Background: an optimization exercise with open tools, aiming at small area and a short achievable clock period. Do not read the settings as production practice.
At most, simulation tests tie the RTL to the original design; equivalence was not proved.
Power figures rest on the tool's default switching activity, not on a simulated workload.

Setup of run 4:
==> module fp_mul, before the edit <==
module fp_mul(
    input clk,
    input rst,
    input [31:0] a_s,
    input [31:0] b_s,
    output reg [31:0] c_out,
    output reg overflow
);
    localparam M = 12;    
    reg [4:0] cnt;
    wire start = (cnt == 5'd0);
    wire done  = (cnt == 5'd25);
    wire fin   = done | rst;    
    wire eadd  = (cnt != 5'd0) && (cnt <= 5'd8);
    reg [22:0] A;         
    reg [22:0] B;         
    reg [23:0] P;         
    reg        k;         
    reg        q24, q23;  
    reg [7:0]  X;         
    reg [7:0]  Y;         
    reg        cy;        
    reg        Z;         
    reg        sx, sr;    
    wire        b0 = start & b_s[0];
    wire [23:0] pp = ({1'b1, a_s[22:0]} & {24{b0}}) | ({1'b1, A} & {24{B[0]}});
    wire [M-1:0] lo  = {1'b0, P[M-2:0]} + {1'b0, pp[M-2:0]};
    wire         s1  = P[M-1] ^ pp[M-1] ^ k;
    wire         c1  = (P[M-1] & pp[M-1]) | (P[M-1] & k) | (pp[M-1] & k);
    wire         sm  = s1 ^ lo[M-1];
    wire         c2  = s1 & lo[M-1];
    wire [24-M:0] hi = {1'b0, P[23:M]} + {1'b0, pp[23:M]} + {{(24-M){1'b0}}, c1};
    wire [24:0]  U   = {hi, sm, lo[M-2:0]};
    wire es = X[0] ^ Y[0] ^ (cy & eadd);
    wire ec = (X[0] & Y[0]) | (X[0] & cy) | (Y[0] & cy);
    always @(posedge clk) begin
        if (start) begin
            A  <= a_s[22:0];
            B  <= {1'b1, b_s[22:2], b_s[1] & ~rst};
            X  <= a_s[30:23];
            Y  <= b_s[30:23];
            cy <= 1'b1;
            sx <= a_s[31];
            sr <= a_s[31] ^ b_s[31];
        end else begin
            B  <= {1'b0, B[22:2], B[1] & ~fin};
            X  <= {es, X[7:1]};
            Y  <= {1'b0, Y[7:1]};
            if (eadd) cy <= ec;
        end
        P   <= fin ? 24'd0 : U[24:1];
        k   <= ~fin & c2;
        q24 <= U[0];
        q23 <= q24;
        if (cnt == 5'd1) Z <= (X == 8'd0) || (Y == 8'd0);
    end
    wire        p47 = P[22];
    wire [7:0]  e   = {~X[7], X[6:0]};
    wire        e8  = ~(cy ^ X[7]);
    wire [7:0]  eo  = e + {7'd0, p47};
    wire        of  = e8 | (p47 & (&e));
    wire [22:0] fr  = p47 ? {P[21:0], q24} : {P[20:0], q24, q23};
    wire        zr  = Z | rst;
    always @(posedge clk) begin
        if (fin)
            cnt <= 5'd0;
        else
            cnt <= cnt + 5'd1;
        if (fin) begin
            c_out[31]    <= ~rst & (Z ? sx : sr);
            c_out[30:23] <= zr ? 8'd0 : eo;
            c_out[22:0]  <= zr ? 23'd0 : fr;
            overflow     <= ~rst & of;
        end
    end
endmodule
==> flow/config.mk <==
export PLATFORM = sky130hd
export DESIGN_NAME = fp_mul
export DESIGN_NICKNAME = fp_mul
export VERILOG_FILES = /design/flow/design.v
export SDC_FILE = /design/flow/constraint.sdc
export NUM_CORES = 4
export LEC_CHECK = 0
export CAP_MARGIN = 20
export CORE_MARGIN = 2
export CORE_UTILIZATION = 40
export SETUP_SLACK_MARGIN = 2.0
export SLEW_MARGIN = 20
==> flow/constraint.sdc <==
create_clock -name core_clock -period 4.0 [get_ports {clk}]
set_input_delay 0.8000 -clock core_clock [delete_from_list [all_inputs] [get_ports {clk}]]
set_output_delay 0.8000 -clock core_clock [all_outputs]
set_load 0.01 [all_outputs]
standard.sh (not shown) runs the stock make flow with config.mk's settings and CLKGATE_MAP_FILE= SYNTH_SCRIPT=/design/flow/synth_recipe.tcl, a recipe that flattens the netlist after the stock synthesis.
==> flow/flow/run.sh <==
#!/bin/bash
# Standard layout (the standard.sh), with these changes:
#  - port buffers made of sky130_fd_sc_hd__buf_1 cells instead of the default pick;
#  - clock tree leaves of clkbuf_8 under a clkbuf_16 root, no dummy loads;
#  - no mapping of adders to full/half-adder cells (abc maps them);
#  - abc maps the logic with flow/abc.script (no abc-level buffering or sizing;
#    the resizer does that after placement). Everything else in ORFS's scripts
#    folder is used unchanged, from a copy.
set -euo pipefail
cp -r "$FLOW_HOME/scripts" scripts_mod
cp flow/abc.script scripts_mod/abc_speed.script
export SCRIPTS_DIR="$PWD/scripts_mod"
export BUFFER_PORTS_ARGS="-buffer_cell sky130_fd_sc_hd__buf_1"
export CTS_ARGS="-sink_clustering_enable -repair_clock_nets -buf_list sky130_fd_sc_hd__clkbuf_8 -root_buf sky130_fd_sc_hd__clkbuf_16 -dont_use_dummy_load"
bash standard.sh ADDER_MAP_FILE= finish > standard_make.log 2>&1
==> flow/flow/abc.script <==
&get -n
&st
&dch
&nf
&put
Run 4 finished every stage and its layout cleared the timing, design-rule and antenna checks.
#### Input delta (run 5 over run 4)
--- a/flow/design.v
+++ b/flow/design.v
@@ -7,10 +7,11 @@
     output reg overflow
 );
     localparam M = 12;    
     reg [4:0] cnt;
-    wire start = (cnt == 5'd0);
-    wire done  = (cnt == 5'd25);
+    reg  st, dn;                
+    wire start = st;
+    wire done  = dn;
     wire fin   = done | rst;    
     wire eadd  = (cnt != 5'd0) && (cnt <= 5'd8);
     reg [22:0] A;         
     reg [22:0] B;         
@@ -65,8 +66,10 @@
         if (fin)
             cnt <= 5'd0;
         else
             cnt <= cnt + 5'd1;
+        st <= fin;
+        dn <= ~rst & (cnt == 5'd24);
         if (fin) begin
             c_out[31]    <= ~rst & (Z ? sx : sr);
             c_out[30:23] <= zr ? 8'd0 : eo;
             c_out[22:0]  <= zr ? 23'd0 : fr;
## What came out
Run 5 finished every step from synthesis to the final layout, and the layout passed the timing, design-rule and antenna checks.
Run comparison: run 4 timing endpoint of the critical path P[22]; run 5 timing endpoint of the critical path P[21]
Run 5 against run 4: synthesized area decreased by 3.8% relative to the old numbers, overall die width lost 2.3 um, multi-input combinational cell area shrank by 12%, final critical path time including I/O delays and setup increased by 0.068 ns relative to the old numbers, post-synthesis xor/xnor area fraction lower.
No functional check of the RTL was part of any run of this note.

* * *

Setup of main:
fp_mul, a different RTL version from the one above (not shown whole).
Size in the first run: roughly 730 cells after synthesis, roughly 99 I/O pins, about 6000 um2 of cells after synthesis.
==> module fp_mul, before the edit <==
module fp_mul(
    input clk,
    input rst,
    input [31:0] a_s,
    input [31:0] b_s,
    output reg [31:0] c_out,
    output reg overflow
);
    localparam M = 12;    
    reg [4:0] cnt;
    reg  st, dn;                
    wire start = st;
    wire done  = dn;
    reg [22:0] A;         
    reg [22:0] B;         
    reg [23:0] P;         
    reg        k;         
    reg        q24, q23;  
    reg [8:0]  V;         
    reg        Z;         
    reg        sx, sr;    
    wire [23:0] pp = B[0] ? {1'b1, A} : 24'd0;
    wire [M-1:0] lo  = {1'b0, P[M-2:0]} + {1'b0, pp[M-2:0]};
    wire         s1  = P[M-1] ^ pp[M-1] ^ k;
    wire         c1  = (P[M-1] & pp[M-1]) | (P[M-1] & k) | (pp[M-1] & k);
    wire         sm  = s1 ^ lo[M-1];
    wire         c2  = s1 & lo[M-1];
    wire [24-M:0] hi = {1'b0, P[23:M]} + {1'b0, pp[23:M]} + {{(24-M){1'b0}}, c1};
    wire [24:0]  U   = {hi, sm, lo[M-2:0]};
    always @(posedge clk) begin
        if (start) begin
            A  <= a_s[22:0];
            B  <= {1'b1, b_s[22:1]};
            V  <= {1'b0, a_s[30:23]} + {1'b0, b_s[30:23]} + 9'd1;
            Z  <= (a_s[30:23] == 8'd0) || (b_s[30:23] == 8'd0);
            sx <= a_s[31];
            sr <= a_s[31] ^ b_s[31];
            P  <= b_s[0] ? {1'b0, 1'b1, a_s[22:1]} : 24'd0;
            k  <= 1'b0;
        end else begin
            B  <= {1'b0, B[22:1]};
            P  <= U[24:1];
            k  <= c2;
        end
        q24 <= U[0];
        q23 <= q24;
    end
    wire        p47 = P[22];
    wire [7:0]  e   = {~V[7], V[6:0]};
    wire        e8  = ~(V[8] ^ V[7]);
    wire        of  = e8 | (p47 & (&e));
    wire        zr  = Z | rst;
    wire        n1  = ~zr & p47;
    wire        n0  = ~zr & ~p47;
    wire [7:0]  eo  = (e & {8{~zr}}) + {7'd0, n1};
    wire [22:0] fr  = ({23{n1}} & {P[21:0], q24}) | ({23{n0}} & {P[20:0], q24, q23});
    always @(posedge clk) begin
        if (rst || done)
            cnt <= 5'd0;
        else
            cnt <= cnt + 5'd1;
        st <= rst | done;
        dn <= ~rst & (cnt == 5'd24);
        if (rst || done) begin
            c_out[31]    <= ~rst & (Z ? sx : sr);
            c_out[30:23] <= eo;
            c_out[22:0]  <= fr;
            overflow     <= ~rst & of;
        end
    end
endmodule
clock: 4.0 ns
lec_check: 0
cap_margin: 20
core_margin: 2
core_utilization: 40
setup_slack_margin: 2.1
slew_margin: 20
==> flow/flow/abc.script <==
strash
dch
map -B 0.9
topo
stime -c
buffer -c
upsize -c
dnsize -c
Scripts as last shown in full above: flow/flow/run.sh
Input changes introduced in the feature branch (baseline for comparison: main):
==> flow/design.v <==
module fp_mul(
    input clk,
    input rst,
    input [31:0] a_s,
    input [31:0] b_s,
    output reg [31:0] c_out,
    output reg overflow
);
    localparam M = 12;    
    reg [4:0] cnt;
    reg  st, dn;                
    wire start = st;
    wire done  = dn;
    wire eadd  = (cnt != 5'd0) && (cnt <= 5'd8);
    reg [22:0] A;         
    reg [22:0] B;         
    reg [23:0] P;         
    reg        k;         
    reg        q24, q23;  
    reg [7:0]  X;         
    reg [7:0]  Y;         
    reg        cy;        
    reg        Z;         
    reg        sx, sr;    
    wire [23:0] pp = B[0] ? {1'b1, A} : 24'd0;
    wire [M-1:0] lo  = {1'b0, P[M-2:0]} + {1'b0, pp[M-2:0]};
    wire         s1  = P[M-1] ^ pp[M-1] ^ k;
    wire         c1  = (P[M-1] & pp[M-1]) | (P[M-1] & k) | (pp[M-1] & k);
    wire         sm  = s1 ^ lo[M-1];
    wire         c2  = s1 & lo[M-1];
    wire [24-M:0] hi = {1'b0, P[23:M]} + {1'b0, pp[23:M]} + {{(24-M){1'b0}}, c1};
    wire [24:0]  U   = {hi, sm, lo[M-2:0]};
    wire es = X[0] ^ Y[0] ^ (cy & eadd);
    wire ec = (X[0] & Y[0]) | (X[0] & cy) | (Y[0] & cy);
    always @(posedge clk) begin
        if (start) begin
            A  <= a_s[22:0];
            B  <= {1'b1, b_s[22:1]};
            X  <= a_s[30:23];
            Y  <= b_s[30:23];
            cy <= 1'b1;
            sx <= a_s[31];
            sr <= a_s[31] ^ b_s[31];
            P  <= b_s[0] ? {1'b0, 1'b1, a_s[22:1]} : 24'd0;
            k  <= 1'b0;
        end else begin
            B  <= {1'b0, B[22:1]};
            X  <= {es, X[7:1]};
            Y  <= {1'b0, Y[7:1]};
            if (eadd) cy <= ec;
            P  <= U[24:1];
            k  <= c2;
        end
        q24 <= U[0];
        q23 <= q24;
        if (cnt == 5'd1) Z <= (X == 8'd0) || (Y == 8'd0);
    end
    wire        p47 = P[22];
    wire [7:0]  e   = {~X[7], X[6:0]};
    wire        e8  = ~(cy ^ X[7]);
    wire [7:0]  eo  = e + {7'd0, p47};
    wire        of  = e8 | (p47 & (&e));
    wire [22:0] fr  = p47 ? {P[21:0], q24} : {P[20:0], q24, q23};
    wire        zr  = Z | rst;
    always @(posedge clk) begin
        if (rst || done)
            cnt <= 5'd0;
        else
            cnt <= cnt + 5'd1;
        st <= rst | done;
        dn <= ~rst & (cnt == 5'd24);
        if (rst || done) begin
            c_out[31]    <= ~rst & (Z ? sx : sr);
            c_out[30:23] <= zr ? 8'd0 : eo;
            c_out[22:0]  <= zr ? 23'd0 : fr;
            overflow     <= ~rst & of;
        end
    end
endmodule
==> results.txt <==
Per the final summary, the feature branch finished and its layout is clean on timing, DRC and antenna. Relative contribution of the clock network to total power for the feature branch is lower than for main. Summary of the feature branch over main: wire length +220 um; post-synthesis cell area +2.6%; clock edge transition at the registers on the reported setup and hold paths ~0 delta. Going from main to the feature branch, count of flip-flops with a built-in enable after synthesis now sits lower; signal arrival time at the worst endpoint increased 0.02 ns.
Only the layout flow was run in main; the RTL was not checked for function there.

==> afterwards: timing with drivers on the ports <==
The flow's constraints put no driver on any port. The routed layouts listed below were extracted and timed again, unchanged, in two steps.
Step 1 sets driving cells, clkbuf_16 on the clock port and buf_2 on the other inputs (assumed; they add their load-dependent delay and slew).
Step 2, shift: input delay + t, output delay - t, t = (earliest + latest rising clock arrival at the registers) / 2. This alone moves slack from input paths to output paths.
a / b / c = ideal ports / drivers / drivers and shift; a / b = the first two.
| run | shift t [ns] | setup slack, ns | worst setup path at the end | latest minus earliest clock arrival (ns) | worst data-port slew with drivers (ns) |
|---|---|---|---|---|---|
| run 4 | 0.394 | 1.629 / 1.628 / 1.234 | input to register | 0.024 / 0.025 | 0.05 |
| run 5 | 0.404 | 1.561 / 1.563 / 1.159 | input to register | 0.014 / 0.014 | 0.06 |
| main | 0.396 | 2.214 / 2.214 / 1.859 | input to register | 0.021 / 0.021 | 0.04 |
| the feature branch | 0.394 | 2.183 / 2.183 / 1.842 | input to register | 0.028 / 0.027 | 0.05 |
After both steps every run listed still meets setup and hold. For run 5, which loses most, drivers alone change the setup slack by +0.002 ns; drivers and shift together by -0.402 ns.
